Context: an optimization exercise on an open-source flow, tuned for small area and a short achievable clock period. The choices shown serve that exercise and are no tape-out recipe. Only simulation tests tie the RTL to the original design; equivalence was not proved. Power and IR drop assume default switching activity.

===== flow/run.sh =====
#!/bin/bash
# Own flow: the standard layout (standard.sh, unchanged synthesis and steps),
# with the port buffers that global placement inserts made as the smallest
# plain buffer instead of the default; repair then upsizes them where timing needs it.
set -euo pipefail
export BUFFER_PORTS_ARGS="-buffer_cell sky130_fd_sc_hd__buf_1"
bash standard.sh > standard_make.log 2>&1

===== standard.sh =====
#!/bin/bash
# synth_recipe.tcl (not shown) runs the flow's synth.tcl, then flattens the netlist and writes it again
# the make line also repeats each setting of config.mk as NAME=value (left out here)
make -C /OpenROAD-flow-scripts/flow DESIGN_CONFIG=/design/flow/config.mk WORK_HOME=/design/flow/orfs CLKGATE_MAP_FILE= SYNTH_SCRIPT=/design/flow/synth_recipe.tcl "${@:-finish}"

===== config.mk =====
export PLATFORM = sky130hd
export DESIGN_NAME = FIR_Top
export DESIGN_NICKNAME = FIR_Top
export VERILOG_FILES = /design/flow/design.v
export SDC_FILE = /design/flow/constraint.sdc
export NUM_CORES = 4
export LEC_CHECK = 0
export CAP_MARGIN = 20
export CORE_MARGIN = 2
export CORE_UTILIZATION = 60
export SETUP_SLACK_MARGIN = 3.8
export SLEW_MARGIN = 20
export SYNTH_HIERARCHICAL = 1
export SYNTH_MINIMUM_KEEP_SIZE = 0
export TNS_END_PERCENT = 0

===== constraint.sdc =====
create_clock -name core_clock -period 9.5 [get_ports {clk}]
set_input_delay 1.9000 -clock core_clock [delete_from_list [all_inputs] [get_ports {clk}]]
set_output_delay 1.9000 -clock core_clock [all_outputs]
set_load 0.01 [all_outputs]

===== design.v =====
`timescale 1ns/1ps
module half_adder(input a,b,output sum,carry);
  assign sum = a ^ b;
  assign carry = a & b;
endmodule
`timescale 1ns/1ps
module full_adder( output sum,carry, input a,b,c);
  wire w1, w2, w3;
  half_adder HA1(.a(a), .b(b), .sum(w1), .carry(w2));
  half_adder HA2(.a(w1), .b(c), .sum(sum), .carry(w3));
  or or1(carry, w2, w3);
endmodule
`timescale 1ns/1ps
module RCA_16bit(output cout, output [15:0] sum, input [15:0] a, b);
    wire [14:0] c;
    full_adder F0(.a(a[0]), .b(b[0]), .c(1'b0), .sum(sum[0]), .carry(c[0]));
    full_adder F1(.a(a[1]), .b(b[1]), .c(c[0]), .sum(sum[1]), .carry(c[1]));
    full_adder F2(.a(a[2]), .b(b[2]), .c(c[1]), .sum(sum[2]), .carry(c[2]));
    full_adder F3(.a(a[3]), .b(b[3]), .c(c[2]), .sum(sum[3]), .carry(c[3]));
    full_adder F4(.a(a[4]), .b(b[4]), .c(c[3]), .sum(sum[4]), .carry(c[4]));
    full_adder F5(.a(a[5]), .b(b[5]), .c(c[4]), .sum(sum[5]), .carry(c[5]));
    full_adder F6(.a(a[6]), .b(b[6]), .c(c[5]), .sum(sum[6]), .carry(c[6]));
    full_adder F7(.a(a[7]), .b(b[7]), .c(c[6]), .sum(sum[7]), .carry(c[7]));
    full_adder F8(.a(a[8]), .b(b[8]), .c(c[7]), .sum(sum[8]), .carry(c[8]));
    full_adder F9(.a(a[9]), .b(b[9]), .c(c[8]), .sum(sum[9]), .carry(c[9]));
    full_adder F10(.a(a[10]), .b(b[10]), .c(c[9]), .sum(sum[10]), .carry(c[10]));
    full_adder F11(.a(a[11]), .b(b[11]), .c(c[10]), .sum(sum[11]), .carry(c[11]));
    full_adder F12(.a(a[12]), .b(b[12]), .c(c[11]), .sum(sum[12]), .carry(c[12]));
    full_adder F13(.a(a[13]), .b(b[13]), .c(c[12]), .sum(sum[13]), .carry(c[13]));
    full_adder F14(.a(a[14]), .b(b[14]), .c(c[13]), .sum(sum[14]), .carry(c[14]));
    full_adder F15(.a(a[15]), .b(b[15]), .c(c[14]), .sum(sum[15]), .carry(cout));
endmodule
`timescale 1ns/1ps
module d_ff(input clk,input [15:0]d,output reg [15:0]q);
  always@(posedge clk)
      q<=d;       
endmodule         
`timescale 1ns / 1ps
module Braun_Multiplier(
    input [7:0] a, b,
    output [15:0] p
);
    wire [15:0] sum_0, sum_1, sum_2, sum_3, sum_4, sum_5, sum_6, sum_7;
    wire [7:0] partial_product[7:0];
    genvar i, j;
    generate
        for (i = 0; i < 8; i = i + 1) begin
            for (j = 0; j < 8; j = j + 1) begin
                assign partial_product[i][j] = a[i] & b[j];   
            end
        end
    endgenerate
    assign sum_0 = {8'b0, partial_product[0]};
    assign sum_1 = {partial_product[1], 1'b0} + sum_0;
    assign sum_2 = {partial_product[2], 2'b0} + sum_1;
    assign sum_3 = {partial_product[3], 3'b0} + sum_2;
    assign sum_4 = {partial_product[4], 4'b0} + sum_3;
    assign sum_5 = {partial_product[5], 5'b0} + sum_4;
    assign sum_6 = {partial_product[6], 6'b0} + sum_5;
    assign sum_7 = {partial_product[7], 7'b0} + sum_6;
    assign p = sum_7;
endmodule
module FIR_Top(input clk, input [7:0] Xin, H0, H1, H2, output reg [15:0] Yout);
  reg [15:0] Q1;
  reg [15:0] Q2;
  wire a1 = ~(Xin[0] & H2[0]);
  wire a2 = ~(Xin[0] & H2[1]);
  wire a3 = ~(Xin[0] & H2[2]);
  wire a4 = ~(Xin[0] & H2[3]);
  wire a5 = ~(Xin[0] & H2[4]);
  wire a6 = ~(Xin[0] & H2[5]);
  wire a7 = ~(Xin[0] & H2[6]);
  wire a8 = ~(Xin[0] & H2[7]);
  wire a9 = ~(Xin[1] & H2[0]);
  wire a10 = ~(Xin[1] & H2[1]);
  wire a11 = ~(Xin[1] & H2[2]);
  wire a12 = ~(Xin[1] & H2[3]);
  wire a13 = ~(Xin[1] & H2[4]);
  wire a14 = ~(Xin[1] & H2[5]);
  wire a15 = ~(Xin[1] & H2[6]);
  wire a16 = ~(Xin[1] & H2[7]);
  wire a17 = ~(Xin[2] & H2[0]);
  wire a18 = ~(Xin[2] & H2[1]);
  wire a19 = ~(Xin[2] & H2[2]);
  wire a20 = ~(Xin[2] & H2[3]);
  wire a21 = ~(Xin[2] & H2[4]);
  wire a22 = ~(Xin[2] & H2[5]);
  wire a23 = ~(Xin[2] & H2[6]);
  wire a24 = ~(Xin[2] & H2[7]);
  wire a25 = ~(Xin[3] & H2[0]);
  wire a26 = ~(Xin[3] & H2[1]);
  wire a27 = ~(Xin[3] & H2[2]);
  wire a28 = ~(Xin[3] & H2[3]);
  wire a29 = ~(Xin[3] & H2[4]);
  wire a30 = ~(Xin[3] & H2[5]);
  wire a31 = ~(Xin[3] & H2[6]);
  wire a32 = ~(Xin[3] & H2[7]);
  wire a33 = ~(Xin[4] & H2[0]);
  wire a34 = ~(Xin[4] & H2[1]);
  wire a35 = ~(Xin[4] & H2[2]);
  wire a36 = ~(Xin[4] & H2[3]);
  wire a37 = ~(Xin[4] & H2[4]);
  wire a38 = ~(Xin[4] & H2[5]);
  wire a39 = ~(Xin[4] & H2[6]);
  wire a40 = ~(Xin[4] & H2[7]);
  wire a41 = ~(Xin[5] & H2[0]);
  wire a42 = ~(Xin[5] & H2[1]);
  wire a43 = ~(Xin[5] & H2[2]);
  wire a44 = ~(Xin[5] & H2[3]);
  wire a45 = ~(Xin[5] & H2[4]);
  wire a46 = ~(Xin[5] & H2[5]);
  wire a47 = ~(Xin[5] & H2[6]);
  wire a48 = ~(Xin[5] & H2[7]);
  wire a49 = ~(Xin[6] & H2[0]);
  wire a50 = ~(Xin[6] & H2[1]);
  wire a51 = ~(Xin[6] & H2[2]);
  wire a52 = ~(Xin[6] & H2[3]);
  wire a53 = ~(Xin[6] & H2[4]);
  wire a54 = ~(Xin[6] & H2[5]);
  wire a55 = ~(Xin[6] & H2[6]);
  wire a56 = ~(Xin[6] & H2[7]);
  wire a57 = ~(Xin[7] & H2[0]);
  wire a58 = ~(Xin[7] & H2[1]);
  wire a59 = ~(Xin[7] & H2[2]);
  wire a60 = ~(Xin[7] & H2[3]);
  wire a61 = ~(Xin[7] & H2[4]);
  wire a62 = ~(Xin[7] & H2[5]);
  wire a63 = ~(Xin[7] & H2[6]);
  wire a64 = ~(Xin[7] & H2[7]);
  wire s65;
  fir_xnor2 u65 (.a(a7), .b(a14), .y(s65));
  wire c66;
  fir_or2 u66 (.a(a7), .b(a14), .y(c66));
  wire s67, c67;
  fir_fa u67 (.a(a8), .b(a15), .c(a22), .s(s67), .co(c67));
  wire s68;
  fir_xnor2 u68 (.a(a29), .b(a36), .y(s68));
  wire c69;
  fir_or2 u69 (.a(a29), .b(a36), .y(c69));
  wire s70, c70;
  fir_fa u70 (.a(a16), .b(a23), .c(a30), .s(s70), .co(c70));
  wire s71;
  fir_xnor2 u71 (.a(a37), .b(a44), .y(s71));
  wire c72;
  fir_or2 u72 (.a(a37), .b(a44), .y(c72));
  wire s73, c73;
  fir_fa u73 (.a(a24), .b(a31), .c(a38), .s(s73), .co(c73));
  wire s74;
  fir_xnor2 u74 (.a(a5), .b(a12), .y(s74));
  wire c75;
  fir_or2 u75 (.a(a5), .b(a12), .y(c75));
  wire s76, c76;
  fir_fa u76 (.a(a6), .b(a13), .c(a20), .s(s76), .co(c76));
  wire s77;
  fir_xnor2 u77 (.a(a27), .b(a34), .y(s77));
  wire c78;
  fir_or2 u78 (.a(a27), .b(a34), .y(c78));
  wire s79, c79;
  fir_fa u79 (.a(a21), .b(a28), .c(a35), .s(s79), .co(c79));
  wire s80, c80;
  fir_fa u80 (.a(a42), .b(a49), .c(s65), .s(s80), .co(c80));
  wire s81, c81;
  fir_fa u81 (.a(a43), .b(a50), .c(a57), .s(s81), .co(c81));
  wire s82, c82;
  fir_fa u82 (.a(c66), .b(s68), .c(s67), .s(s82), .co(c82));
  wire s83, c83;
  fir_fa u83 (.a(a51), .b(a58), .c(c69), .s(s83), .co(c83));
  wire s84, c84;
  fir_fa u84 (.a(s71), .b(c67), .c(s70), .s(s84), .co(c84));
  wire s85, c85;
  fir_fa u85 (.a(a45), .b(a52), .c(a59), .s(s85), .co(c85));
  wire s86, c86;
  fir_fa u86 (.a(c72), .b(c70), .c(s73), .s(s86), .co(c86));
  wire s87, c87;
  fir_fa u87 (.a(a32), .b(a39), .c(a46), .s(s87), .co(c87));
  wire s88, c88;
  fir_fa u88 (.a(a53), .b(a60), .c(c73), .s(s88), .co(c88));
  wire s89, c89;
  fir_fa u89 (.a(a40), .b(a47), .c(a54), .s(s89), .co(c89));
  wire s90;
  fir_xnor2 u90 (.a(a4), .b(a11), .y(s90));
  wire c91;
  fir_or2 u91 (.a(a4), .b(a11), .y(c91));
  wire s92, c92;
  fir_fa u92 (.a(a19), .b(a26), .c(a33), .s(s92), .co(c92));
  wire s93, c93;
  fir_fa u93 (.a(a41), .b(c75), .c(s77), .s(s93), .co(c93));
  wire s94, c94;
  fir_fa u94 (.a(c78), .b(c76), .c(s79), .s(s94), .co(c94));
  wire s95, c95;
  fir_fa u95 (.a(c79), .b(s81), .c(c80), .s(s95), .co(c95));
  wire s96, c96;
  fir_fa u96 (.a(c81), .b(s83), .c(c82), .s(s96), .co(c96));
  wire s97, c97;
  fir_fa u97 (.a(s85), .b(c83), .c(c84), .s(s97), .co(c97));
  wire s98, c98;
  fir_fa u98 (.a(c85), .b(s87), .c(c86), .s(s98), .co(c98));
  wire s99, c99;
  fir_fa u99 (.a(a61), .b(c87), .c(s89), .s(s99), .co(c99));
  wire s100, c100;
  fir_fa u100 (.a(a48), .b(a55), .c(a62), .s(s100), .co(c100));
  wire s101;
  fir_xnor2 u101 (.a(a3), .b(a10), .y(s101));
  wire c102;
  fir_or2 u102 (.a(a3), .b(a10), .y(c102));
  wire s103, c103;
  fir_fa u103 (.a(a18), .b(a25), .c(s90), .s(s103), .co(c103));
  wire s104, c104;
  fir_fa u104 (.a(c91), .b(s74), .c(s92), .s(s104), .co(c104));
  wire s105, c105;
  fir_fa u105 (.a(c92), .b(s76), .c(s93), .s(s105), .co(c105));
  wire s106, c106;
  fir_fa u106 (.a(c93), .b(s80), .c(s94), .s(s106), .co(c106));
  wire s107, c107;
  fir_fa u107 (.a(c94), .b(s82), .c(s95), .s(s107), .co(c107));
  wire s108, c108;
  fir_fa u108 (.a(s84), .b(c95), .c(s96), .s(s108), .co(c108));
  wire s109, c109;
  fir_fa u109 (.a(s86), .b(c96), .c(s97), .s(s109), .co(c109));
  wire s110, c110;
  fir_fa u110 (.a(s88), .b(c97), .c(s98), .s(s110), .co(c110));
  wire s111, c111;
  fir_fa u111 (.a(c88), .b(s99), .c(c98), .s(s111), .co(c111));
  wire s112, c112;
  fir_fa u112 (.a(c89), .b(s100), .c(c99), .s(s112), .co(c112));
  wire s113, c113;
  fir_fa u113 (.a(a56), .b(a63), .c(c100), .s(s113), .co(c113));
  wire p114;
  fir_xor2 u114 (.a(a2), .b(a9), .y(p114));
  wire g115;
  fir_nor2 u115 (.a(a2), .b(a9), .y(g115));
  wire p116;
  fir_xor2 u116 (.a(s101), .b(a17), .y(p116));
  wire g117;
  fir_nor2 u117 (.a(s101), .b(a17), .y(g117));
  wire p118;
  fir_xor2 u118 (.a(c102), .b(s103), .y(p118));
  wire g119;
  fir_nor2 u119 (.a(c102), .b(s103), .y(g119));
  wire p120;
  fir_xor2 u120 (.a(c103), .b(s104), .y(p120));
  wire g121;
  fir_nor2 u121 (.a(c103), .b(s104), .y(g121));
  wire p122;
  fir_xor2 u122 (.a(c104), .b(s105), .y(p122));
  wire g123;
  fir_nor2 u123 (.a(c104), .b(s105), .y(g123));
  wire p124;
  fir_xor2 u124 (.a(c105), .b(s106), .y(p124));
  wire g125;
  fir_nor2 u125 (.a(c105), .b(s106), .y(g125));
  wire p126;
  fir_xor2 u126 (.a(c106), .b(s107), .y(p126));
  wire g127;
  fir_nor2 u127 (.a(c106), .b(s107), .y(g127));
  wire p128;
  fir_xor2 u128 (.a(c107), .b(s108), .y(p128));
  wire g129;
  fir_nor2 u129 (.a(c107), .b(s108), .y(g129));
  wire p130;
  fir_xor2 u130 (.a(c108), .b(s109), .y(p130));
  wire g131;
  fir_nor2 u131 (.a(c108), .b(s109), .y(g131));
  wire p132;
  fir_xor2 u132 (.a(c109), .b(s110), .y(p132));
  wire g133;
  fir_nor2 u133 (.a(c109), .b(s110), .y(g133));
  wire p134;
  fir_xor2 u134 (.a(c110), .b(s111), .y(p134));
  wire g135;
  fir_nor2 u135 (.a(c110), .b(s111), .y(g135));
  wire p136;
  fir_xor2 u136 (.a(c111), .b(s112), .y(p136));
  wire g137;
  fir_nor2 u137 (.a(c111), .b(s112), .y(g137));
  wire p138;
  fir_xor2 u138 (.a(c112), .b(s113), .y(p138));
  wire g139;
  fir_nor2 u139 (.a(c112), .b(s113), .y(g139));
  wire p140;
  fir_xor2 u140 (.a(c113), .b(a64), .y(p140));
  wire g141;
  fir_nor2 u141 (.a(c113), .b(a64), .y(g141));
  wire G142 = g115 | (p114 & 1'b0);
  wire P143 = p114 & ~a1;
  wire G144 = g119 | (p118 & g117);
  wire P145 = p118 & p116;
  wire G146 = g123 | (p122 & g121);
  wire P147 = p122 & p120;
  wire G148 = g127 | (p126 & g125);
  wire P149 = p126 & p124;
  wire G150 = g131 | (p130 & g129);
  wire P151 = p130 & p128;
  wire G152 = g135 | (p134 & g133);
  wire P153 = p134 & p132;
  wire G154 = g139 | (p138 & g137);
  wire P155 = p138 & p136;
  wire G156 = 1'b0 | (1'b0 & g141);
  wire P157 = 1'b0 & p140;
  wire G158 = g117 | (p116 & G142);
  wire P159 = p116 & P143;
  wire G160 = G144 | (P145 & G142);
  wire P161 = P145 & P143;
  wire G162 = g125 | (p124 & G146);
  wire P163 = p124 & P147;
  wire G164 = G148 | (P149 & G146);
  wire P165 = P149 & P147;
  wire G166 = g133 | (p132 & G150);
  wire P167 = p132 & P151;
  wire G168 = G152 | (P153 & G150);
  wire P169 = P153 & P151;
  wire G170 = g141 | (p140 & G154);
  wire P171 = p140 & P155;
  wire G172 = G156 | (P157 & G154);
  wire P173 = P157 & P155;
  wire G174 = g121 | (p120 & G160);
  wire P175 = p120 & P161;
  wire G176 = G146 | (P147 & G160);
  wire P177 = P147 & P161;
  wire G178 = G162 | (P163 & G160);
  wire P179 = P163 & P161;
  wire G180 = G164 | (P165 & G160);
  wire P181 = P165 & P161;
  wire G182 = g137 | (p136 & G168);
  wire P183 = p136 & P169;
  wire G184 = G154 | (P155 & G168);
  wire P185 = P155 & P169;
  wire G186 = G170 | (P171 & G168);
  wire P187 = P171 & P169;
  wire G188 = G172 | (P173 & G168);
  wire P189 = P173 & P169;
  wire G190 = g129 | (p128 & G180);
  wire P191 = p128 & P181;
  wire G192 = G150 | (P151 & G180);
  wire P193 = P151 & P181;
  wire G194 = G166 | (P167 & G180);
  wire P195 = P167 & P181;
  wire G196 = G168 | (P169 & G180);
  wire P197 = P169 & P181;
  wire G198 = G182 | (P183 & G180);
  wire P199 = P183 & P181;
  wire G200 = G184 | (P185 & G180);
  wire P201 = P185 & P181;
  wire G202 = G186 | (P187 & G180);
  wire P203 = P187 & P181;
  wire G204 = G188 | (P189 & G180);
  wire P205 = P189 & P181;
  wire y206 = ~(~a1);
  wire y207 = ~(p114);
  wire y208;
  fir_xnor2 u208 (.a(p116), .b(G142), .y(y208));
  wire y209;
  fir_xnor2 u209 (.a(p118), .b(G158), .y(y209));
  wire y210;
  fir_xnor2 u210 (.a(p120), .b(G160), .y(y210));
  wire y211;
  fir_xnor2 u211 (.a(p122), .b(G174), .y(y211));
  wire y212;
  fir_xnor2 u212 (.a(p124), .b(G176), .y(y212));
  wire y213;
  fir_xnor2 u213 (.a(p126), .b(G178), .y(y213));
  wire y214;
  fir_xnor2 u214 (.a(p128), .b(G180), .y(y214));
  wire y215;
  fir_xnor2 u215 (.a(p130), .b(G190), .y(y215));
  wire y216;
  fir_xnor2 u216 (.a(p132), .b(G192), .y(y216));
  wire y217;
  fir_xnor2 u217 (.a(p134), .b(G194), .y(y217));
  wire y218;
  fir_xnor2 u218 (.a(p136), .b(G196), .y(y218));
  wire y219;
  fir_xnor2 u219 (.a(p138), .b(G198), .y(y219));
  wire y220;
  fir_xnor2 u220 (.a(p140), .b(G200), .y(y220));
  wire y221;
  fir_xnor2 u221 (.a(1'b0), .b(G202), .y(y221));
  wire a222 = ~(Xin[0] & H1[0]);
  wire a223 = ~(Xin[0] & H1[1]);
  wire a224 = ~(Xin[0] & H1[2]);
  wire a225 = ~(Xin[0] & H1[3]);
  wire a226 = ~(Xin[0] & H1[4]);
  wire a227 = ~(Xin[0] & H1[5]);
  wire a228 = ~(Xin[0] & H1[6]);
  wire a229 = ~(Xin[0] & H1[7]);
  wire a230 = ~(Xin[1] & H1[0]);
  wire a231 = ~(Xin[1] & H1[1]);
  wire a232 = ~(Xin[1] & H1[2]);
  wire a233 = ~(Xin[1] & H1[3]);
  wire a234 = ~(Xin[1] & H1[4]);
  wire a235 = ~(Xin[1] & H1[5]);
  wire a236 = ~(Xin[1] & H1[6]);
  wire a237 = ~(Xin[1] & H1[7]);
  wire a238 = ~(Xin[2] & H1[0]);
  wire a239 = ~(Xin[2] & H1[1]);
  wire a240 = ~(Xin[2] & H1[2]);
  wire a241 = ~(Xin[2] & H1[3]);
  wire a242 = ~(Xin[2] & H1[4]);
  wire a243 = ~(Xin[2] & H1[5]);
  wire a244 = ~(Xin[2] & H1[6]);
  wire a245 = ~(Xin[2] & H1[7]);
  wire a246 = ~(Xin[3] & H1[0]);
  wire a247 = ~(Xin[3] & H1[1]);
  wire a248 = ~(Xin[3] & H1[2]);
  wire a249 = ~(Xin[3] & H1[3]);
  wire a250 = ~(Xin[3] & H1[4]);
  wire a251 = ~(Xin[3] & H1[5]);
  wire a252 = ~(Xin[3] & H1[6]);
  wire a253 = ~(Xin[3] & H1[7]);
  wire a254 = ~(Xin[4] & H1[0]);
  wire a255 = ~(Xin[4] & H1[1]);
  wire a256 = ~(Xin[4] & H1[2]);
  wire a257 = ~(Xin[4] & H1[3]);
  wire a258 = ~(Xin[4] & H1[4]);
  wire a259 = ~(Xin[4] & H1[5]);
  wire a260 = ~(Xin[4] & H1[6]);
  wire a261 = ~(Xin[4] & H1[7]);
  wire a262 = ~(Xin[5] & H1[0]);
  wire a263 = ~(Xin[5] & H1[1]);
  wire a264 = ~(Xin[5] & H1[2]);
  wire a265 = ~(Xin[5] & H1[3]);
  wire a266 = ~(Xin[5] & H1[4]);
  wire a267 = ~(Xin[5] & H1[5]);
  wire a268 = ~(Xin[5] & H1[6]);
  wire a269 = ~(Xin[5] & H1[7]);
  wire a270 = ~(Xin[6] & H1[0]);
  wire a271 = ~(Xin[6] & H1[1]);
  wire a272 = ~(Xin[6] & H1[2]);
  wire a273 = ~(Xin[6] & H1[3]);
  wire a274 = ~(Xin[6] & H1[4]);
  wire a275 = ~(Xin[6] & H1[5]);
  wire a276 = ~(Xin[6] & H1[6]);
  wire a277 = ~(Xin[6] & H1[7]);
  wire a278 = ~(Xin[7] & H1[0]);
  wire a279 = ~(Xin[7] & H1[1]);
  wire a280 = ~(Xin[7] & H1[2]);
  wire a281 = ~(Xin[7] & H1[3]);
  wire a282 = ~(Xin[7] & H1[4]);
  wire a283 = ~(Xin[7] & H1[5]);
  wire a284 = ~(Xin[7] & H1[6]);
  wire a285 = ~(Xin[7] & H1[7]);
  wire s286;
  fir_xnor2 u286 (.a(Q1[5]), .b(a227), .y(s286));
  wire c287;
  fir_or2 u287 (.a(Q1[5]), .b(a227), .y(c287));
  wire s288, c288;
  fir_fa u288 (.a(Q1[6]), .b(a228), .c(a235), .s(s288), .co(c288));
  wire s289;
  fir_xnor2 u289 (.a(a242), .b(a249), .y(s289));
  wire c290;
  fir_or2 u290 (.a(a242), .b(a249), .y(c290));
  wire s291, c291;
  fir_fa u291 (.a(Q1[7]), .b(a229), .c(a236), .s(s291), .co(c291));
  wire s292, c292;
  fir_fa u292 (.a(a243), .b(a250), .c(a257), .s(s292), .co(c292));
  wire s293;
  fir_xnor2 u293 (.a(a264), .b(a271), .y(s293));
  wire c294;
  fir_or2 u294 (.a(a264), .b(a271), .y(c294));
  wire s295, c295;
  fir_fa u295 (.a(Q1[8]), .b(a237), .c(a244), .s(s295), .co(c295));
  wire s296, c296;
  fir_fa u296 (.a(a251), .b(a258), .c(a265), .s(s296), .co(c296));
  wire s297;
  fir_xnor2 u297 (.a(a272), .b(a279), .y(s297));
  wire c298;
  fir_or2 u298 (.a(a272), .b(a279), .y(c298));
  wire s299, c299;
  fir_fa u299 (.a(Q1[9]), .b(a245), .c(a252), .s(s299), .co(c299));
  wire s300, c300;
  fir_fa u300 (.a(a259), .b(a266), .c(a273), .s(s300), .co(c300));
  wire s301, c301;
  fir_fa u301 (.a(Q1[10]), .b(a253), .c(a260), .s(s301), .co(c301));
  wire s302;
  fir_xnor2 u302 (.a(Q1[3]), .b(a225), .y(s302));
  wire c303;
  fir_or2 u303 (.a(Q1[3]), .b(a225), .y(c303));
  wire s304, c304;
  fir_fa u304 (.a(Q1[4]), .b(a226), .c(a233), .s(s304), .co(c304));
  wire s305;
  fir_xnor2 u305 (.a(a240), .b(a247), .y(s305));
  wire c306;
  fir_or2 u306 (.a(a240), .b(a247), .y(c306));
  wire s307, c307;
  fir_fa u307 (.a(a234), .b(a241), .c(a248), .s(s307), .co(c307));
  wire s308, c308;
  fir_fa u308 (.a(a255), .b(a262), .c(s286), .s(s308), .co(c308));
  wire s309, c309;
  fir_fa u309 (.a(a256), .b(a263), .c(a270), .s(s309), .co(c309));
  wire s310, c310;
  fir_fa u310 (.a(c287), .b(s289), .c(s288), .s(s310), .co(c310));
  wire s311, c311;
  fir_fa u311 (.a(a278), .b(c290), .c(s293), .s(s311), .co(c311));
  wire s312, c312;
  fir_fa u312 (.a(c288), .b(s291), .c(s292), .s(s312), .co(c312));
  wire s313, c313;
  fir_fa u313 (.a(c294), .b(s297), .c(c291), .s(s313), .co(c313));
  wire s314, c314;
  fir_fa u314 (.a(c292), .b(s295), .c(s296), .s(s314), .co(c314));
  wire s315, c315;
  fir_fa u315 (.a(a280), .b(c298), .c(c295), .s(s315), .co(c315));
  wire s316, c316;
  fir_fa u316 (.a(c296), .b(s299), .c(s300), .s(s316), .co(c316));
  wire s317, c317;
  fir_fa u317 (.a(a267), .b(a274), .c(a281), .s(s317), .co(c317));
  wire s318, c318;
  fir_fa u318 (.a(c299), .b(c300), .c(s301), .s(s318), .co(c318));
  wire s319, c319;
  fir_fa u319 (.a(Q1[11]), .b(a261), .c(a268), .s(s319), .co(c319));
  wire s320, c320;
  fir_fa u320 (.a(a275), .b(a282), .c(c301), .s(s320), .co(c320));
  wire s321, c321;
  fir_fa u321 (.a(Q1[12]), .b(a269), .c(a276), .s(s321), .co(c321));
  wire s322;
  fir_xnor2 u322 (.a(Q1[2]), .b(a224), .y(s322));
  wire c323;
  fir_or2 u323 (.a(Q1[2]), .b(a224), .y(c323));
  wire s324, c324;
  fir_fa u324 (.a(a232), .b(a239), .c(a246), .s(s324), .co(c324));
  wire s325, c325;
  fir_fa u325 (.a(a254), .b(c303), .c(s305), .s(s325), .co(c325));
  wire s326, c326;
  fir_fa u326 (.a(c306), .b(c304), .c(s307), .s(s326), .co(c326));
  wire s327, c327;
  fir_fa u327 (.a(c307), .b(s309), .c(c308), .s(s327), .co(c327));
  wire s328, c328;
  fir_fa u328 (.a(c309), .b(s311), .c(c310), .s(s328), .co(c328));
  wire s329, c329;
  fir_fa u329 (.a(c311), .b(c312), .c(s313), .s(s329), .co(c329));
  wire s330, c330;
  fir_fa u330 (.a(c313), .b(c314), .c(s315), .s(s330), .co(c330));
  wire s331, c331;
  fir_fa u331 (.a(s317), .b(c315), .c(c316), .s(s331), .co(c331));
  wire s332, c332;
  fir_fa u332 (.a(c317), .b(s319), .c(c318), .s(s332), .co(c332));
  wire s333, c333;
  fir_fa u333 (.a(a283), .b(c319), .c(s321), .s(s333), .co(c333));
  wire s334, c334;
  fir_fa u334 (.a(Q1[13]), .b(a277), .c(a284), .s(s334), .co(c334));
  wire s335;
  fir_xnor2 u335 (.a(Q1[1]), .b(a223), .y(s335));
  wire c336;
  fir_or2 u336 (.a(Q1[1]), .b(a223), .y(c336));
  wire s337, c337;
  fir_fa u337 (.a(a231), .b(a238), .c(s322), .s(s337), .co(c337));
  wire s338, c338;
  fir_fa u338 (.a(c323), .b(s302), .c(s324), .s(s338), .co(c338));
  wire s339, c339;
  fir_fa u339 (.a(c324), .b(s304), .c(s325), .s(s339), .co(c339));
  wire s340, c340;
  fir_fa u340 (.a(c325), .b(s308), .c(s326), .s(s340), .co(c340));
  wire s341, c341;
  fir_fa u341 (.a(c326), .b(s310), .c(s327), .s(s341), .co(c341));
  wire s342, c342;
  fir_fa u342 (.a(s312), .b(c327), .c(s328), .s(s342), .co(c342));
  wire s343, c343;
  fir_fa u343 (.a(s314), .b(c328), .c(s329), .s(s343), .co(c343));
  wire s344, c344;
  fir_fa u344 (.a(s316), .b(c329), .c(s330), .s(s344), .co(c344));
  wire s345, c345;
  fir_fa u345 (.a(s318), .b(c330), .c(s331), .s(s345), .co(c345));
  wire s346, c346;
  fir_fa u346 (.a(s320), .b(c331), .c(s332), .s(s346), .co(c346));
  wire s347, c347;
  fir_fa u347 (.a(c320), .b(s333), .c(c332), .s(s347), .co(c347));
  wire s348, c348;
  fir_fa u348 (.a(c321), .b(s334), .c(c333), .s(s348), .co(c348));
  wire s349, c349;
  fir_fa u349 (.a(Q1[14]), .b(a285), .c(c334), .s(s349), .co(c349));
  wire p350;
  fir_xor2 u350 (.a(Q1[0]), .b(a222), .y(p350));
  wire g351;
  fir_nor2 u351 (.a(Q1[0]), .b(a222), .y(g351));
  wire p352;
  fir_xor2 u352 (.a(s335), .b(a230), .y(p352));
  wire g353;
  fir_nor2 u353 (.a(s335), .b(a230), .y(g353));
  wire p354;
  fir_xor2 u354 (.a(c336), .b(s337), .y(p354));
  wire g355;
  fir_nor2 u355 (.a(c336), .b(s337), .y(g355));
  wire p356;
  fir_xor2 u356 (.a(c337), .b(s338), .y(p356));
  wire g357;
  fir_nor2 u357 (.a(c337), .b(s338), .y(g357));
  wire p358;
  fir_xor2 u358 (.a(c338), .b(s339), .y(p358));
  wire g359;
  fir_nor2 u359 (.a(c338), .b(s339), .y(g359));
  wire p360;
  fir_xor2 u360 (.a(c339), .b(s340), .y(p360));
  wire g361;
  fir_nor2 u361 (.a(c339), .b(s340), .y(g361));
  wire p362;
  fir_xor2 u362 (.a(c340), .b(s341), .y(p362));
  wire g363;
  fir_nor2 u363 (.a(c340), .b(s341), .y(g363));
  wire p364;
  fir_xor2 u364 (.a(c341), .b(s342), .y(p364));
  wire g365;
  fir_nor2 u365 (.a(c341), .b(s342), .y(g365));
  wire p366;
  fir_xor2 u366 (.a(c342), .b(s343), .y(p366));
  wire g367;
  fir_nor2 u367 (.a(c342), .b(s343), .y(g367));
  wire p368;
  fir_xor2 u368 (.a(c343), .b(s344), .y(p368));
  wire g369;
  fir_nor2 u369 (.a(c343), .b(s344), .y(g369));
  wire p370;
  fir_xor2 u370 (.a(c344), .b(s345), .y(p370));
  wire g371;
  fir_nor2 u371 (.a(c344), .b(s345), .y(g371));
  wire p372;
  fir_xor2 u372 (.a(c345), .b(s346), .y(p372));
  wire g373;
  fir_nor2 u373 (.a(c345), .b(s346), .y(g373));
  wire p374;
  fir_xor2 u374 (.a(c346), .b(s347), .y(p374));
  wire g375;
  fir_nor2 u375 (.a(c346), .b(s347), .y(g375));
  wire p376;
  fir_xor2 u376 (.a(c347), .b(s348), .y(p376));
  wire g377;
  fir_nor2 u377 (.a(c347), .b(s348), .y(g377));
  wire p378;
  fir_xor2 u378 (.a(c348), .b(s349), .y(p378));
  wire g379;
  fir_nor2 u379 (.a(c348), .b(s349), .y(g379));
  wire p380;
  fir_xor2 u380 (.a(c349), .b(Q1[15]), .y(p380));
  wire g381;
  fir_nor2 u381 (.a(c349), .b(Q1[15]), .y(g381));
  wire G382 = g353 | (p352 & g351);
  wire P383 = p352 & p350;
  wire G384 = g357 | (p356 & g355);
  wire P385 = p356 & p354;
  wire G386 = g361 | (p360 & g359);
  wire P387 = p360 & p358;
  wire G388 = g365 | (p364 & g363);
  wire P389 = p364 & p362;
  wire G390 = g369 | (p368 & g367);
  wire P391 = p368 & p366;
  wire G392 = g373 | (p372 & g371);
  wire P393 = p372 & p370;
  wire G394 = g377 | (p376 & g375);
  wire P395 = p376 & p374;
  wire G396 = g381 | (p380 & g379);
  wire P397 = p380 & p378;
  wire G398 = g355 | (p354 & G382);
  wire P399 = p354 & P383;
  wire G400 = G384 | (P385 & G382);
  wire P401 = P385 & P383;
  wire G402 = g363 | (p362 & G386);
  wire P403 = p362 & P387;
  wire G404 = G388 | (P389 & G386);
  wire P405 = P389 & P387;
  wire G406 = g371 | (p370 & G390);
  wire P407 = p370 & P391;
  wire G408 = G392 | (P393 & G390);
  wire P409 = P393 & P391;
  wire G410 = g379 | (p378 & G394);
  wire P411 = p378 & P395;
  wire G412 = G396 | (P397 & G394);
  wire P413 = P397 & P395;
  wire G414 = g359 | (p358 & G400);
  wire P415 = p358 & P401;
  wire G416 = G386 | (P387 & G400);
  wire P417 = P387 & P401;
  wire G418 = G402 | (P403 & G400);
  wire P419 = P403 & P401;
  wire G420 = G404 | (P405 & G400);
  wire P421 = P405 & P401;
  wire G422 = g375 | (p374 & G408);
  wire P423 = p374 & P409;
  wire G424 = G394 | (P395 & G408);
  wire P425 = P395 & P409;
  wire G426 = G410 | (P411 & G408);
  wire P427 = P411 & P409;
  wire G428 = G412 | (P413 & G408);
  wire P429 = P413 & P409;
  wire G430 = g367 | (p366 & G420);
  wire P431 = p366 & P421;
  wire G432 = G390 | (P391 & G420);
  wire P433 = P391 & P421;
  wire G434 = G406 | (P407 & G420);
  wire P435 = P407 & P421;
  wire G436 = G408 | (P409 & G420);
  wire P437 = P409 & P421;
  wire G438 = G422 | (P423 & G420);
  wire P439 = P423 & P421;
  wire G440 = G424 | (P425 & G420);
  wire P441 = P425 & P421;
  wire G442 = G426 | (P427 & G420);
  wire P443 = P427 & P421;
  wire G444 = G428 | (P429 & G420);
  wire P445 = P429 & P421;
  wire y446 = ~(p350);
  wire y447;
  fir_xnor2 u447 (.a(p352), .b(g351), .y(y447));
  wire y448;
  fir_xnor2 u448 (.a(p354), .b(G382), .y(y448));
  wire y449;
  fir_xnor2 u449 (.a(p356), .b(G398), .y(y449));
  wire y450;
  fir_xnor2 u450 (.a(p358), .b(G400), .y(y450));
  wire y451;
  fir_xnor2 u451 (.a(p360), .b(G414), .y(y451));
  wire y452;
  fir_xnor2 u452 (.a(p362), .b(G416), .y(y452));
  wire y453;
  fir_xnor2 u453 (.a(p364), .b(G418), .y(y453));
  wire y454;
  fir_xnor2 u454 (.a(p366), .b(G420), .y(y454));
  wire y455;
  fir_xnor2 u455 (.a(p368), .b(G430), .y(y455));
  wire y456;
  fir_xnor2 u456 (.a(p370), .b(G432), .y(y456));
  wire y457;
  fir_xnor2 u457 (.a(p372), .b(G434), .y(y457));
  wire y458;
  fir_xnor2 u458 (.a(p374), .b(G436), .y(y458));
  wire y459;
  fir_xnor2 u459 (.a(p376), .b(G438), .y(y459));
  wire y460;
  fir_xnor2 u460 (.a(p378), .b(G440), .y(y460));
  wire y461;
  fir_xnor2 u461 (.a(p380), .b(G442), .y(y461));
  wire a462 = ~(Xin[0] & H0[0]);
  wire a463 = ~(Xin[0] & H0[1]);
  wire a464 = ~(Xin[0] & H0[2]);
  wire a465 = ~(Xin[0] & H0[3]);
  wire a466 = ~(Xin[0] & H0[4]);
  wire a467 = ~(Xin[0] & H0[5]);
  wire a468 = ~(Xin[0] & H0[6]);
  wire a469 = ~(Xin[0] & H0[7]);
  wire a470 = ~(Xin[1] & H0[0]);
  wire a471 = ~(Xin[1] & H0[1]);
  wire a472 = ~(Xin[1] & H0[2]);
  wire a473 = ~(Xin[1] & H0[3]);
  wire a474 = ~(Xin[1] & H0[4]);
  wire a475 = ~(Xin[1] & H0[5]);
  wire a476 = ~(Xin[1] & H0[6]);
  wire a477 = ~(Xin[1] & H0[7]);
  wire a478 = ~(Xin[2] & H0[0]);
  wire a479 = ~(Xin[2] & H0[1]);
  wire a480 = ~(Xin[2] & H0[2]);
  wire a481 = ~(Xin[2] & H0[3]);
  wire a482 = ~(Xin[2] & H0[4]);
  wire a483 = ~(Xin[2] & H0[5]);
  wire a484 = ~(Xin[2] & H0[6]);
  wire a485 = ~(Xin[2] & H0[7]);
  wire a486 = ~(Xin[3] & H0[0]);
  wire a487 = ~(Xin[3] & H0[1]);
  wire a488 = ~(Xin[3] & H0[2]);
  wire a489 = ~(Xin[3] & H0[3]);
  wire a490 = ~(Xin[3] & H0[4]);
  wire a491 = ~(Xin[3] & H0[5]);
  wire a492 = ~(Xin[3] & H0[6]);
  wire a493 = ~(Xin[3] & H0[7]);
  wire a494 = ~(Xin[4] & H0[0]);
  wire a495 = ~(Xin[4] & H0[1]);
  wire a496 = ~(Xin[4] & H0[2]);
  wire a497 = ~(Xin[4] & H0[3]);
  wire a498 = ~(Xin[4] & H0[4]);
  wire a499 = ~(Xin[4] & H0[5]);
  wire a500 = ~(Xin[4] & H0[6]);
  wire a501 = ~(Xin[4] & H0[7]);
  wire a502 = ~(Xin[5] & H0[0]);
  wire a503 = ~(Xin[5] & H0[1]);
  wire a504 = ~(Xin[5] & H0[2]);
  wire a505 = ~(Xin[5] & H0[3]);
  wire a506 = ~(Xin[5] & H0[4]);
  wire a507 = ~(Xin[5] & H0[5]);
  wire a508 = ~(Xin[5] & H0[6]);
  wire a509 = ~(Xin[5] & H0[7]);
  wire a510 = ~(Xin[6] & H0[0]);
  wire a511 = ~(Xin[6] & H0[1]);
  wire a512 = ~(Xin[6] & H0[2]);
  wire a513 = ~(Xin[6] & H0[3]);
  wire a514 = ~(Xin[6] & H0[4]);
  wire a515 = ~(Xin[6] & H0[5]);
  wire a516 = ~(Xin[6] & H0[6]);
  wire a517 = ~(Xin[6] & H0[7]);
  wire a518 = ~(Xin[7] & H0[0]);
  wire a519 = ~(Xin[7] & H0[1]);
  wire a520 = ~(Xin[7] & H0[2]);
  wire a521 = ~(Xin[7] & H0[3]);
  wire a522 = ~(Xin[7] & H0[4]);
  wire a523 = ~(Xin[7] & H0[5]);
  wire a524 = ~(Xin[7] & H0[6]);
  wire a525 = ~(Xin[7] & H0[7]);
  wire s526;
  fir_xnor2 u526 (.a(Q2[5]), .b(a467), .y(s526));
  wire c527;
  fir_or2 u527 (.a(Q2[5]), .b(a467), .y(c527));
  wire s528, c528;
  fir_fa u528 (.a(Q2[6]), .b(a468), .c(a475), .s(s528), .co(c528));
  wire s529;
  fir_xnor2 u529 (.a(a482), .b(a489), .y(s529));
  wire c530;
  fir_or2 u530 (.a(a482), .b(a489), .y(c530));
  wire s531, c531;
  fir_fa u531 (.a(Q2[7]), .b(a469), .c(a476), .s(s531), .co(c531));
  wire s532, c532;
  fir_fa u532 (.a(a483), .b(a490), .c(a497), .s(s532), .co(c532));
  wire s533;
  fir_xnor2 u533 (.a(a504), .b(a511), .y(s533));
  wire c534;
  fir_or2 u534 (.a(a504), .b(a511), .y(c534));
  wire s535, c535;
  fir_fa u535 (.a(Q2[8]), .b(a477), .c(a484), .s(s535), .co(c535));
  wire s536, c536;
  fir_fa u536 (.a(a491), .b(a498), .c(a505), .s(s536), .co(c536));
  wire s537;
  fir_xnor2 u537 (.a(a512), .b(a519), .y(s537));
  wire c538;
  fir_or2 u538 (.a(a512), .b(a519), .y(c538));
  wire s539, c539;
  fir_fa u539 (.a(Q2[9]), .b(a485), .c(a492), .s(s539), .co(c539));
  wire s540, c540;
  fir_fa u540 (.a(a499), .b(a506), .c(a513), .s(s540), .co(c540));
  wire s541, c541;
  fir_fa u541 (.a(Q2[10]), .b(a493), .c(a500), .s(s541), .co(c541));
  wire s542;
  fir_xnor2 u542 (.a(Q2[3]), .b(a465), .y(s542));
  wire c543;
  fir_or2 u543 (.a(Q2[3]), .b(a465), .y(c543));
  wire s544, c544;
  fir_fa u544 (.a(Q2[4]), .b(a466), .c(a473), .s(s544), .co(c544));
  wire s545;
  fir_xnor2 u545 (.a(a480), .b(a487), .y(s545));
  wire c546;
  fir_or2 u546 (.a(a480), .b(a487), .y(c546));
  wire s547, c547;
  fir_fa u547 (.a(a474), .b(a481), .c(a488), .s(s547), .co(c547));
  wire s548, c548;
  fir_fa u548 (.a(a495), .b(a502), .c(s526), .s(s548), .co(c548));
  wire s549, c549;
  fir_fa u549 (.a(a496), .b(a503), .c(a510), .s(s549), .co(c549));
  wire s550, c550;
  fir_fa u550 (.a(c527), .b(s529), .c(s528), .s(s550), .co(c550));
  wire s551, c551;
  fir_fa u551 (.a(a518), .b(c530), .c(s533), .s(s551), .co(c551));
  wire s552, c552;
  fir_fa u552 (.a(c528), .b(s531), .c(s532), .s(s552), .co(c552));
  wire s553, c553;
  fir_fa u553 (.a(c534), .b(s537), .c(c531), .s(s553), .co(c553));
  wire s554, c554;
  fir_fa u554 (.a(c532), .b(s535), .c(s536), .s(s554), .co(c554));
  wire s555, c555;
  fir_fa u555 (.a(a520), .b(c538), .c(c535), .s(s555), .co(c555));
  wire s556, c556;
  fir_fa u556 (.a(c536), .b(s539), .c(s540), .s(s556), .co(c556));
  wire s557, c557;
  fir_fa u557 (.a(a507), .b(a514), .c(a521), .s(s557), .co(c557));
  wire s558, c558;
  fir_fa u558 (.a(c539), .b(c540), .c(s541), .s(s558), .co(c558));
  wire s559, c559;
  fir_fa u559 (.a(Q2[11]), .b(a501), .c(a508), .s(s559), .co(c559));
  wire s560, c560;
  fir_fa u560 (.a(a515), .b(a522), .c(c541), .s(s560), .co(c560));
  wire s561, c561;
  fir_fa u561 (.a(Q2[12]), .b(a509), .c(a516), .s(s561), .co(c561));
  wire s562;
  fir_xnor2 u562 (.a(Q2[2]), .b(a464), .y(s562));
  wire c563;
  fir_or2 u563 (.a(Q2[2]), .b(a464), .y(c563));
  wire s564, c564;
  fir_fa u564 (.a(a472), .b(a479), .c(a486), .s(s564), .co(c564));
  wire s565, c565;
  fir_fa u565 (.a(a494), .b(c543), .c(s545), .s(s565), .co(c565));
  wire s566, c566;
  fir_fa u566 (.a(c546), .b(c544), .c(s547), .s(s566), .co(c566));
  wire s567, c567;
  fir_fa u567 (.a(c547), .b(s549), .c(c548), .s(s567), .co(c567));
  wire s568, c568;
  fir_fa u568 (.a(c549), .b(s551), .c(c550), .s(s568), .co(c568));
  wire s569, c569;
  fir_fa u569 (.a(c551), .b(c552), .c(s553), .s(s569), .co(c569));
  wire s570, c570;
  fir_fa u570 (.a(c553), .b(c554), .c(s555), .s(s570), .co(c570));
  wire s571, c571;
  fir_fa u571 (.a(s557), .b(c555), .c(c556), .s(s571), .co(c571));
  wire s572, c572;
  fir_fa u572 (.a(c557), .b(s559), .c(c558), .s(s572), .co(c572));
  wire s573, c573;
  fir_fa u573 (.a(a523), .b(c559), .c(s561), .s(s573), .co(c573));
  wire s574, c574;
  fir_fa u574 (.a(Q2[13]), .b(a517), .c(a524), .s(s574), .co(c574));
  wire s575;
  fir_xnor2 u575 (.a(Q2[1]), .b(a463), .y(s575));
  wire c576;
  fir_or2 u576 (.a(Q2[1]), .b(a463), .y(c576));
  wire s577, c577;
  fir_fa u577 (.a(a471), .b(a478), .c(s562), .s(s577), .co(c577));
  wire s578, c578;
  fir_fa u578 (.a(c563), .b(s542), .c(s564), .s(s578), .co(c578));
  wire s579, c579;
  fir_fa u579 (.a(c564), .b(s544), .c(s565), .s(s579), .co(c579));
  wire s580, c580;
  fir_fa u580 (.a(c565), .b(s548), .c(s566), .s(s580), .co(c580));
  wire s581, c581;
  fir_fa u581 (.a(c566), .b(s550), .c(s567), .s(s581), .co(c581));
  wire s582, c582;
  fir_fa u582 (.a(s552), .b(c567), .c(s568), .s(s582), .co(c582));
  wire s583, c583;
  fir_fa u583 (.a(s554), .b(c568), .c(s569), .s(s583), .co(c583));
  wire s584, c584;
  fir_fa u584 (.a(s556), .b(c569), .c(s570), .s(s584), .co(c584));
  wire s585, c585;
  fir_fa u585 (.a(s558), .b(c570), .c(s571), .s(s585), .co(c585));
  wire s586, c586;
  fir_fa u586 (.a(s560), .b(c571), .c(s572), .s(s586), .co(c586));
  wire s587, c587;
  fir_fa u587 (.a(c560), .b(s573), .c(c572), .s(s587), .co(c587));
  wire s588, c588;
  fir_fa u588 (.a(c561), .b(s574), .c(c573), .s(s588), .co(c588));
  wire s589, c589;
  fir_fa u589 (.a(Q2[14]), .b(a525), .c(c574), .s(s589), .co(c589));
  wire p590;
  fir_xor2 u590 (.a(Q2[0]), .b(a462), .y(p590));
  wire g591;
  fir_nor2 u591 (.a(Q2[0]), .b(a462), .y(g591));
  wire p592;
  fir_xor2 u592 (.a(s575), .b(a470), .y(p592));
  wire g593;
  fir_nor2 u593 (.a(s575), .b(a470), .y(g593));
  wire p594;
  fir_xor2 u594 (.a(c576), .b(s577), .y(p594));
  wire g595;
  fir_nor2 u595 (.a(c576), .b(s577), .y(g595));
  wire p596;
  fir_xor2 u596 (.a(c577), .b(s578), .y(p596));
  wire g597;
  fir_nor2 u597 (.a(c577), .b(s578), .y(g597));
  wire p598;
  fir_xor2 u598 (.a(c578), .b(s579), .y(p598));
  wire g599;
  fir_nor2 u599 (.a(c578), .b(s579), .y(g599));
  wire p600;
  fir_xor2 u600 (.a(c579), .b(s580), .y(p600));
  wire g601;
  fir_nor2 u601 (.a(c579), .b(s580), .y(g601));
  wire p602;
  fir_xor2 u602 (.a(c580), .b(s581), .y(p602));
  wire g603;
  fir_nor2 u603 (.a(c580), .b(s581), .y(g603));
  wire p604;
  fir_xor2 u604 (.a(c581), .b(s582), .y(p604));
  wire g605;
  fir_nor2 u605 (.a(c581), .b(s582), .y(g605));
  wire p606;
  fir_xor2 u606 (.a(c582), .b(s583), .y(p606));
  wire g607;
  fir_nor2 u607 (.a(c582), .b(s583), .y(g607));
  wire p608;
  fir_xor2 u608 (.a(c583), .b(s584), .y(p608));
  wire g609;
  fir_nor2 u609 (.a(c583), .b(s584), .y(g609));
  wire p610;
  fir_xor2 u610 (.a(c584), .b(s585), .y(p610));
  wire g611;
  fir_nor2 u611 (.a(c584), .b(s585), .y(g611));
  wire p612;
  fir_xor2 u612 (.a(c585), .b(s586), .y(p612));
  wire g613;
  fir_nor2 u613 (.a(c585), .b(s586), .y(g613));
  wire p614;
  fir_xor2 u614 (.a(c586), .b(s587), .y(p614));
  wire g615;
  fir_nor2 u615 (.a(c586), .b(s587), .y(g615));
  wire p616;
  fir_xor2 u616 (.a(c587), .b(s588), .y(p616));
  wire g617;
  fir_nor2 u617 (.a(c587), .b(s588), .y(g617));
  wire p618;
  fir_xor2 u618 (.a(c588), .b(s589), .y(p618));
  wire g619;
  fir_nor2 u619 (.a(c588), .b(s589), .y(g619));
  wire p620;
  fir_xor2 u620 (.a(c589), .b(Q2[15]), .y(p620));
  wire g621;
  fir_nor2 u621 (.a(c589), .b(Q2[15]), .y(g621));
  wire G622 = g593 | (p592 & g591);
  wire P623 = p592 & p590;
  wire G624 = g597 | (p596 & g595);
  wire P625 = p596 & p594;
  wire G626 = g601 | (p600 & g599);
  wire P627 = p600 & p598;
  wire G628 = g605 | (p604 & g603);
  wire P629 = p604 & p602;
  wire G630 = g609 | (p608 & g607);
  wire P631 = p608 & p606;
  wire G632 = g613 | (p612 & g611);
  wire P633 = p612 & p610;
  wire G634 = g617 | (p616 & g615);
  wire P635 = p616 & p614;
  wire G636 = g621 | (p620 & g619);
  wire P637 = p620 & p618;
  wire G638 = g595 | (p594 & G622);
  wire P639 = p594 & P623;
  wire G640 = G624 | (P625 & G622);
  wire P641 = P625 & P623;
  wire G642 = g603 | (p602 & G626);
  wire P643 = p602 & P627;
  wire G644 = G628 | (P629 & G626);
  wire P645 = P629 & P627;
  wire G646 = g611 | (p610 & G630);
  wire P647 = p610 & P631;
  wire G648 = G632 | (P633 & G630);
  wire P649 = P633 & P631;
  wire G650 = g619 | (p618 & G634);
  wire P651 = p618 & P635;
  wire G652 = G636 | (P637 & G634);
  wire P653 = P637 & P635;
  wire G654 = g599 | (p598 & G640);
  wire P655 = p598 & P641;
  wire G656 = G626 | (P627 & G640);
  wire P657 = P627 & P641;
  wire G658 = G642 | (P643 & G640);
  wire P659 = P643 & P641;
  wire G660 = G644 | (P645 & G640);
  wire P661 = P645 & P641;
  wire G662 = g615 | (p614 & G648);
  wire P663 = p614 & P649;
  wire G664 = G634 | (P635 & G648);
  wire P665 = P635 & P649;
  wire G666 = G650 | (P651 & G648);
  wire P667 = P651 & P649;
  wire G668 = G652 | (P653 & G648);
  wire P669 = P653 & P649;
  wire G670 = g607 | (p606 & G660);
  wire P671 = p606 & P661;
  wire G672 = G630 | (P631 & G660);
  wire P673 = P631 & P661;
  wire G674 = G646 | (P647 & G660);
  wire P675 = P647 & P661;
  wire G676 = G648 | (P649 & G660);
  wire P677 = P649 & P661;
  wire G678 = G662 | (P663 & G660);
  wire P679 = P663 & P661;
  wire G680 = G664 | (P665 & G660);
  wire P681 = P665 & P661;
  wire G682 = G666 | (P667 & G660);
  wire P683 = P667 & P661;
  wire G684 = G668 | (P669 & G660);
  wire P685 = P669 & P661;
  wire y686 = (p590);
  wire y687;
  fir_xor2 u687 (.a(p592), .b(g591), .y(y687));
  wire y688;
  fir_xor2 u688 (.a(p594), .b(G622), .y(y688));
  wire y689;
  fir_xor2 u689 (.a(p596), .b(G638), .y(y689));
  wire y690;
  fir_xor2 u690 (.a(p598), .b(G640), .y(y690));
  wire y691;
  fir_xor2 u691 (.a(p600), .b(G654), .y(y691));
  wire y692;
  fir_xor2 u692 (.a(p602), .b(G656), .y(y692));
  wire y693;
  fir_xor2 u693 (.a(p604), .b(G658), .y(y693));
  wire y694;
  fir_xor2 u694 (.a(p606), .b(G660), .y(y694));
  wire y695;
  fir_xor2 u695 (.a(p608), .b(G670), .y(y695));
  wire y696;
  fir_xor2 u696 (.a(p610), .b(G672), .y(y696));
  wire y697;
  fir_xor2 u697 (.a(p612), .b(G674), .y(y697));
  wire y698;
  fir_xor2 u698 (.a(p614), .b(G676), .y(y698));
  wire y699;
  fir_xor2 u699 (.a(p616), .b(G678), .y(y699));
  wire y700;
  fir_xor2 u700 (.a(p618), .b(G680), .y(y700));
  wire y701;
  fir_xor2 u701 (.a(p620), .b(G682), .y(y701));
  always @(posedge clk) begin
    Q1 <= {y221, y220, y219, y218, y217, y216, y215, y214, y213, y212, y211, y210, y209, y208, y207, y206};
    Q2 <= {y461, y460, y459, y458, y457, y456, y455, y454, y453, y452, y451, y450, y449, y448, y447, y446};
    Yout <= {y701, y700, y699, y698, y697, y696, y695, y694, y693, y692, y691, y690, y689, y688, y687, y686};
  end
endmodule
module fir_fa(input a, b, c, output s, co);
  assign s = a ^ b ^ c;
  assign co = (a & b) | (a & c) | (b & c);
endmodule
module fir_nor2(input a, b, output y);
  assign y = ~(a | b);
endmodule
module fir_or2(input a, b, output y);
  assign y = a | b;
endmodule
module fir_xnor2(input a, b, output y);
  assign y = ~(a ^ b);
endmodule
module fir_xor2(input a, b, output y);
  assign y = a ^ b;
endmodule

==> results of run 1 <==
==> metal layers <==
metal | GRT usage (%) | routed length [um] | vias up | part of all wire, %
met2 | 40.8 | 5870 | 98 | 47
met4 | 5.59 | 133 | 0 | 1.1
li1 | - | - | 2231 | -
met1 | 36.6 | 6020 | 2357 | 48
met5 | 0 | 0 | - | 0
met3 | 3.93 | 575 | 14 | 4.6
==> cell usage after synthesis, types with 3 or more instances <==
library cell,number,area (sq um)
a21o_1,22,165
fa_1,131,2620
o21ai_0,6,30.0
nor3_1,7,35.0
o21bai_1,3,22.5
xnor2_1,52,455
or2_1,24,150
nand2_1,199,747
nor2_1,56,210
a21oi_1,18,90.1
buf_1,16,60.1
clkbuf_1,24,90.1
nand3_1,9,45.0
dfxtp_1,48,961
o21a_1,3,22.5
xor2_1,61,534
nor2b_1,4,25.0
==> sequential cells by signal, summed over array words and instances, names as in the netlist <==
name,cells
Q1,16
Yout,16
Q2,16
==> logic make-up (layout without fill, tap and decap cells) <==
group                    after synthesis  count (layout)
AND/OR/NAND/NOR                      307             307
adder cells (fa/ha/maj)              131             131
XOR/XNOR                             113             113
AO/OA/AOI/OAI                         64              64
flip-flops                            48              48
buffers and inverters                 42              61
other                                  1               1
==> path summary, 6_finish.rpt <==
kind	startpoint	end	slack (ns)	cells after the start
worst min register to register	Q2[0]	Yout[0]	0.46	1
worst min-delay path	Q2[0]	Yout[0]	0.46	1
worst max register to register	Q2[8]	Yout[15]	5.89	10
worst max-delay path	Xin[0]	Yout[15]	4.11	12
==> worst max-delay path, cell delays in order <==
cell and delay (ns):
buf_2 0.41, nand2_1 0.14, fa_1 0.51, fa_1 0.44, fa_1 0.43, fa_1 0.50, xor2_1 0.24, a21oi_1 0.17
o21ai_0 0.11, o31ai_1 0.41, a21oi_1 0.14, xor2_1 0.19
==> repair_timing <==
action | 4_1_cts | 5_1_grt
hold buffers | 0 | 0
cloned | 0 | 0
resized for setup | 8 | 11
setup endpoints to repair | 15 | 8
==> area by class of cell <==
type / count / area (sq um) / share of cell area [%]
Inverter: 2 / 7.51 / 0.111
Timing Repair Buffer: 52 / 223 / 3.28
Multi-Input combinational cell: 616 / 5350 / 78.8
Sequential cell: 48 / 961 / 14.2
Tap cell: 136 / 170 / 2.51
Clock buffer: 6 / 72.6 / 1.07
Clock inverter: 1 / 5.00 / 0.0737
==> power by group <==
part	internal, W	switching [W]
clock	0.0000504	0.0000754
combinational	0.000942	0.00113
sequential	0.000341	0.0000466
total	0.00133	0.00125
==> modules after synthesis, one instance, submodules excluded <==
module	cells inside	area (sq um)	flip-flops and latches
fir_fa	1	20.0	0
fir_nor2	1	3.75	0
fir_xor2	1	8.76	0
fir_or2	1	6.26	0
fir_xnor2	1	8.76	0
FIR_Top	395	2550	48
==> metrics by stage <==
| step | cells | utilization, % | instance area (sq um) |
|---|---|---|---|
| after floorplan | 706 | - | 6470 |
| after global placement | 854 | 64.3 | 6700 |
| after detailed placement | 854 | 64.3 | 6700 |
| after CTS | 861 | 65.3 | 6810 |
| after global routing | 861 | 65.2 | 6790 |
| final | 861 | 65.2 | 6790 |
==> impl_results.md, run 1 <==
- Status: complete, no violations
- Worst-margin pin slew: approximately 0.5 ns
- Largest net degree at the start of global routing: 25
- Vias per cell: between 5 and 6
- Commonest cells after routing, fill and taps aside: nand2_1, fa_1, xor2_1
- Worst skew pair latency: 0.32 ns
- HP Class: reg -> reg
- Number of synthesized register bits: 48
- PwrDens: between 300 and 400 mW/mm^2
- CP max FO: 24
- Die area: between 0.01 and 0.015 sq mm
- CTS Buffer Depth: 2
- Vias in the first global route: 4991
- Crit share post-route: 56.8%
- CP Launch Type: input port
- Peak supply drop: roughly 0.00035 V
- Ys async rst share: 0%
- H-Tree Depth: 2
- Post-DP HPWL: 9880 um
- Adder-Cell Fraction of Synth Area: just over 40%
- Worst Path Arrival: 5.59 ns
- First-pass GRT wire length: around 23000 um
- Area Growth Syn to Fin: 4.95%
- Final clock skew: just under 0.008 ns
- Syn nets: 870
- Clk slew on worst S/H paths: approximately 0.1 ns
- # fillers: approximately 900
- Compound-gate portion of the synthesized area: 6.96%
- Req. time, crit path: between 9 and 10 ns
- Largest family of logic cells by synthesized area: adder cells
- Final Hold Viols: 0
- CTS tree: done
- 1st-pass router iterations: 4
- Starting Density: just over 60%
- Proportion of synthesized area in mux cells: 0%
- Sequential area share after synthesis: 14.9%
- Final net count: 889
- Synth warn: 7
- GRT Overall Usage: 25.4%
- DRC Markers: 0
- Die width: ~110 um
- Most common cell after layout, fill and taps aside: nand2_1
- Element type at the critical path end: flop
- Synth Area per Inst: 9.16 sq um
- Final setup vio count: 0
- Die H: 108 um
- I/O pin cnt: just under 50
- Count of cell types in the netlist: 31
- Crit path kind: in -> reg
- Worst slew margin: roughly 67%
- Number of enable flip-flop cells after synthesis: 0
- Fmax: 0.185 GHz
- MaxCap Viol Count: 0
- Post-Synth XOR/XNOR Area: between 15 and 20%
- Fin Setup TNS: 0 ns
- RSZ-0062 raised after global routing: false
- N_diodes: 0
- Crit path time final: between 5 and 6 ns
- Total Power: around 0.0026 W
- Core area: between 0.01 and 0.015 sq mm
- Remaining global-route overflow: 0
- Post-detailed-route count of antenna-violating nets: 0
- Layout cell share with drive strength beyond 1: between 3 and 4%
- Worst slack, placed: 3.14 ns
- Port bufs: 48
- Avg WL per Cell: roughly 15 um
- Post-Synth Simple-Gate Area: between 10% and 20%
- Smallest hold slack: around 0.46 ns
- Initial drt markers: 220
- Final wirelength: around 13000 um
- Row cnt: 37
- Final Max Slew Viols: 0
- Total number of vias: 4700
- Lkg Pwr: around 2.5 nW
- Initial antenna violation count: 0
- Final worst setup slack: approximately 4.1 ns
- Sink Count: 48
- Root buffer cell: clkbuf_8
- Total CTS buffers: 5
- Post-Synthesis Cell Area: between 0.006 and 0.007 sq mm
- Synth Instances: 706
- Gpl congestion: between 0.7 and 0.8
- Most used DFF post-synth: dfxtp_1
- Number of setup buffers added after CTS: 0
==> run 2: changes to the inputs <==
--- a/config.mk
+++ b/config.mk
@@ -10,3 +10,3 @@
 export CORE_UTILIZATION = 60
-export SETUP_SLACK_MARGIN = 3.8
+export SETUP_SLACK_MARGIN = 4.0
 export SLEW_MARGIN = 20
==> run 2 against run 1 <==
Compared with the run above:
- combinational power is essentially flat
- hold slack is essentially flat
- sequential cell count is the same
- via count grew 0.11%
- synthesized area is the same
- global-route usage shrank 0.052 points
- sequential power is essentially flat
- total power grew 1.2%
- final cell count is the same
- setup slack gained 0.085 ns
- critical path depth grew 1
- maximum frequency grew 1.6%
- critical endpoint unchanged
- largest cell class unchanged
==> impl_results.md, run 2 <==
- Status: complete, no violations
- Root buffer cell: clkbuf_8
- Port bufs: between 40 and 50
- Element type at the critical path end: flop
- Lkg Pwr: 2.55 nW
- CTS tree: done
- Post-DP HPWL: 9880 um
- Commonest cells after routing, fill and taps aside: nand2_1, fa_1, xor2_1
- Die H: between 100 and 150 um
- Ys async rst share: 0%
- Synth Instances: just over 700
- Critical Path Sink: Yout[15]
- Final net count: roughly 890
- Worst r2r path cells: 10
- Fmax: around 0.19 GHz
- Most area-hungry cell type in the Yosys netlist: fa_1
- Worst path most repeated cell: fa_1
- H-Tree Depth: 2
- Layout cell share with drive strength beyond 1: under 10%
- Sink Count: 48
- Final Hold Viols: 0
- Slowest cell on crit path: fa_1
- Core area: 0.0104 sq mm
- 1st-pass router iterations: 4
- FF-to-FF End: Yout[15]
- Req. time, crit path: between 9 and 10 ns
- Yosys top cell area share: between 40 and 50%
- Vias in the first global route: roughly 5000
- Synth Area per Inst: between 9 and 10 sq um
- Top cells by instance count after synthesis: nand2_1, fa_1, xor2_1, nor2_1, xnor2_1
- Remaining global-route overflow: 0
- Post-Synthesis Cell Area: ~0.0065 sq mm
- Final Max Slew Viols: 0
- Peak supply drop: around 0.00035 V
- CP max FO: 24
- Worst Path Arrival: 5.51 ns
- Avg WL per Cell: ~15 um
- MaxCap Viol Count: 0
- HP Class: reg -> reg
- Top-count cell post-synth: nand2_1
- Total Power: ~0.0026 W
- Final worst setup slack: 4.19 ns
- GRT Overall Usage: 25.3%
- Smallest hold slack: roughly 0.46 ns
- Starting Density: between 60 and 70%
- Row cnt: 37
- CP Launch Type: input port
- Most used DFF post-synth: dfxtp_1
- CP max stage delay: around 0.53 ns
- Worst slack, placed: 3.14 ns
- Crit path kind: in -> reg
- RSZ-0062 raised after global routing: true
- PwrDens: around 380 mW/mm^2
- First-pass GRT wire length: ~23000 um
- Total number of vias: 4705
- Number of synthesized register bits: 48
- Total CTS buffers: 5
- Worst skew pair latency: around 0.32 ns
- Initial drt markers: around 230
- Dominant cells by area after synthesis: fa_1, dfxtp_1, nand2_1
- R2R Setup Slk: 5.97 ns
- # fillers: approximately 910
- Syn nets: between 800 and 900
- Critical Path Source: Xin[4]
- Cell breakdown of the critical path: buf_1 > buf_4 > nand2_1 > fa_1 > fa_1 > fa_1 > fa_1 > xor2_2 > a21oi_1 > o21ai_0 > o31ai_2 > a21oi_1 > xor2_1
- CTS Buffer Depth: 2
- Sequential area share after synthesis: about 15%
- Vias per cell: approximately 5.5
- Number of enable flip-flop cells after synthesis: 0
- Fin Setup TNS: 0 ns
- Largest regs: Q1 (16), Q2 (16), Yout (16)
- Die width: ~110 um
- Crit share post-route: around 56%
- DRC Markers: 0
- Post-detailed-route count of antenna-violating nets: 0
- Crit path time final: around 5.3 ns
- Count of cell types in the netlist: 31
- Final setup vio count: 0
- Area Growth Syn to Fin: 5.32%
- N_diodes: 0
- Synth warn: 7
- Final clock skew: around 0.0097 ns
- Initial antenna violation count: 0
- Die area: 0.0116 sq mm
- Reg-to-Reg Start: Q2[8]
- I/O pin cnt: between 40 and 50
- Final wirelength: roughly 13000 um
- Most common cell after layout, fill and taps aside: nand2_1
- Largest net degree at the start of global routing: 25
- Clk slew on worst S/H paths: around 0.10 ns
- Gpl congestion: 0.788
-- run 2: cell counts after synthesis --
No cell type changed its count.
-- run 2: worst min-delay path by stage --
| stage | from | endpoint | slack, ns | cells after the start |
|---|---|---|---|---|
| after floorplan | Q2[0] | Yout[0] | 0.43 | 1 |
| after CTS | Q2[0] | Yout[0] | 0.45 | 1 |
| after global placement | Q2[0] | Yout[0] | 0.44 | 1 |
| after detailed placement | Q2[0] | Yout[0] | 0.44 | 1 |
| final | Q2[0] | Yout[0] | 0.46 | 1 |
| after global routing | Q2[0] | Yout[0] | 0.49 | 1 |
-- run 2: kinds of logic after synthesis --
family	synth area share, %
flops	14.9
other cells	0.0580
buf+inv	2.44
compound gates	6.96
xor+xnor	15.3
fa+ha+maj	40.5
simple gates	19.8
-- run 2: layout make-up --
| class | instances | area [sq um] | share of cell area, % |
|---|---|---|---|
| Timing Repair Buffer | 52 | 226 | 3.32 |
| Clock inverter | 1 | 5.00 | 0.0735 |
| Inverter | 2 | 7.51 | 0.110 |
| Sequential cell | 48 | 961 | 14.1 |
| Multi-Input combinational cell | 616 | 5370 | 78.8 |
| Tap cell | 136 | 170 | 2.50 |
| Clock buffer | 6 | 72.6 | 1.07 |
-- run 2: per-module statistics from Yosys, one instance, submodules excluded --
module	flip-flops and latches	times used	cells	area, sq um
fir_xnor2	0	52	1	8.76
fir_fa	0	131	1	20.0
FIR_Top	48	1	395	2550
fir_nor2	0	44	1	3.75
fir_or2	0	23	1	6.26
fir_xor2	0	61	1	8.76
-- run 2: through the flow --
stage	area (sq um)	util, %	std cells
finish	6810	65.4	861
global route	6810	65.4	861
CTS	6780	65.1	861
detailed placement	6700	64.3	854
global placement	6700	64.3	854
floorplan	6470	-	706
-- run 2: power breakdown --
group	switching, W	leakage (nW)	internal (W)
clock	0.0000752	0.0410	0.0000504
combinational	0.00115	2.10	0.000956
sequential	0.0000466	0.405	0.000341
-- run 2: routing by layer --
metal	vias up	share of wire (%)	global-route usage, %	wire (um)
met3	15	5.0	3.69	628
met1	2362	47	36.6	5940
li1	2226	-	-	-
met4	0	1.2	5.77	147
met2	102	47	40.7	5950
met5	-	0	0	0
-- run 2: repair_timing --
item | CTS | global route
resized for setup | 16 | 8
gates cloned | 0 | 0
hold buffers | 0 | 0
setup endpoints to repair | 22 | 9
setup buffers | 0 | 0
-- run 2: critical path, delay by kind of cell --
kind	cells	cell delay, ns
xor+xnor	2	0.42
simple gates	1	0.15
fa+ha+maj	4	1.94
buf+inv	2	0.37
compound gates	4	0.73

==> port drivers added, routing unchanged <==
The flow's constraints put no driver on any port. The routed layouts listed below were extracted and timed again, unchanged, in two steps.
Step 1 assumes that a clkbuf_16 drives the clock port and a buf_2 every other input.
Step 2, shift: input delay + t, output delay - t, t = (earliest + latest rising clock arrival at the registers) / 2. This alone moves slack from input paths to output paths.
Slacks: ideal ports / drivers / drivers and shift; pairs: ideal ports / drivers.
| run | t, ns | setup slack, ns | worst setup path after step 2 |
|---|---|---|---|
| run 1 | 0.348 | 4.107 / 4.120 / 3.772 | input to register |
| run 2 | 0.349 | 4.192 / 4.201 / 3.852 | input to register |
After both steps setup and hold are still met in every run listed. For run 2, which loses most, drivers alone change the setup slack by +0.009 ns; drivers and shift together by -0.340 ns.
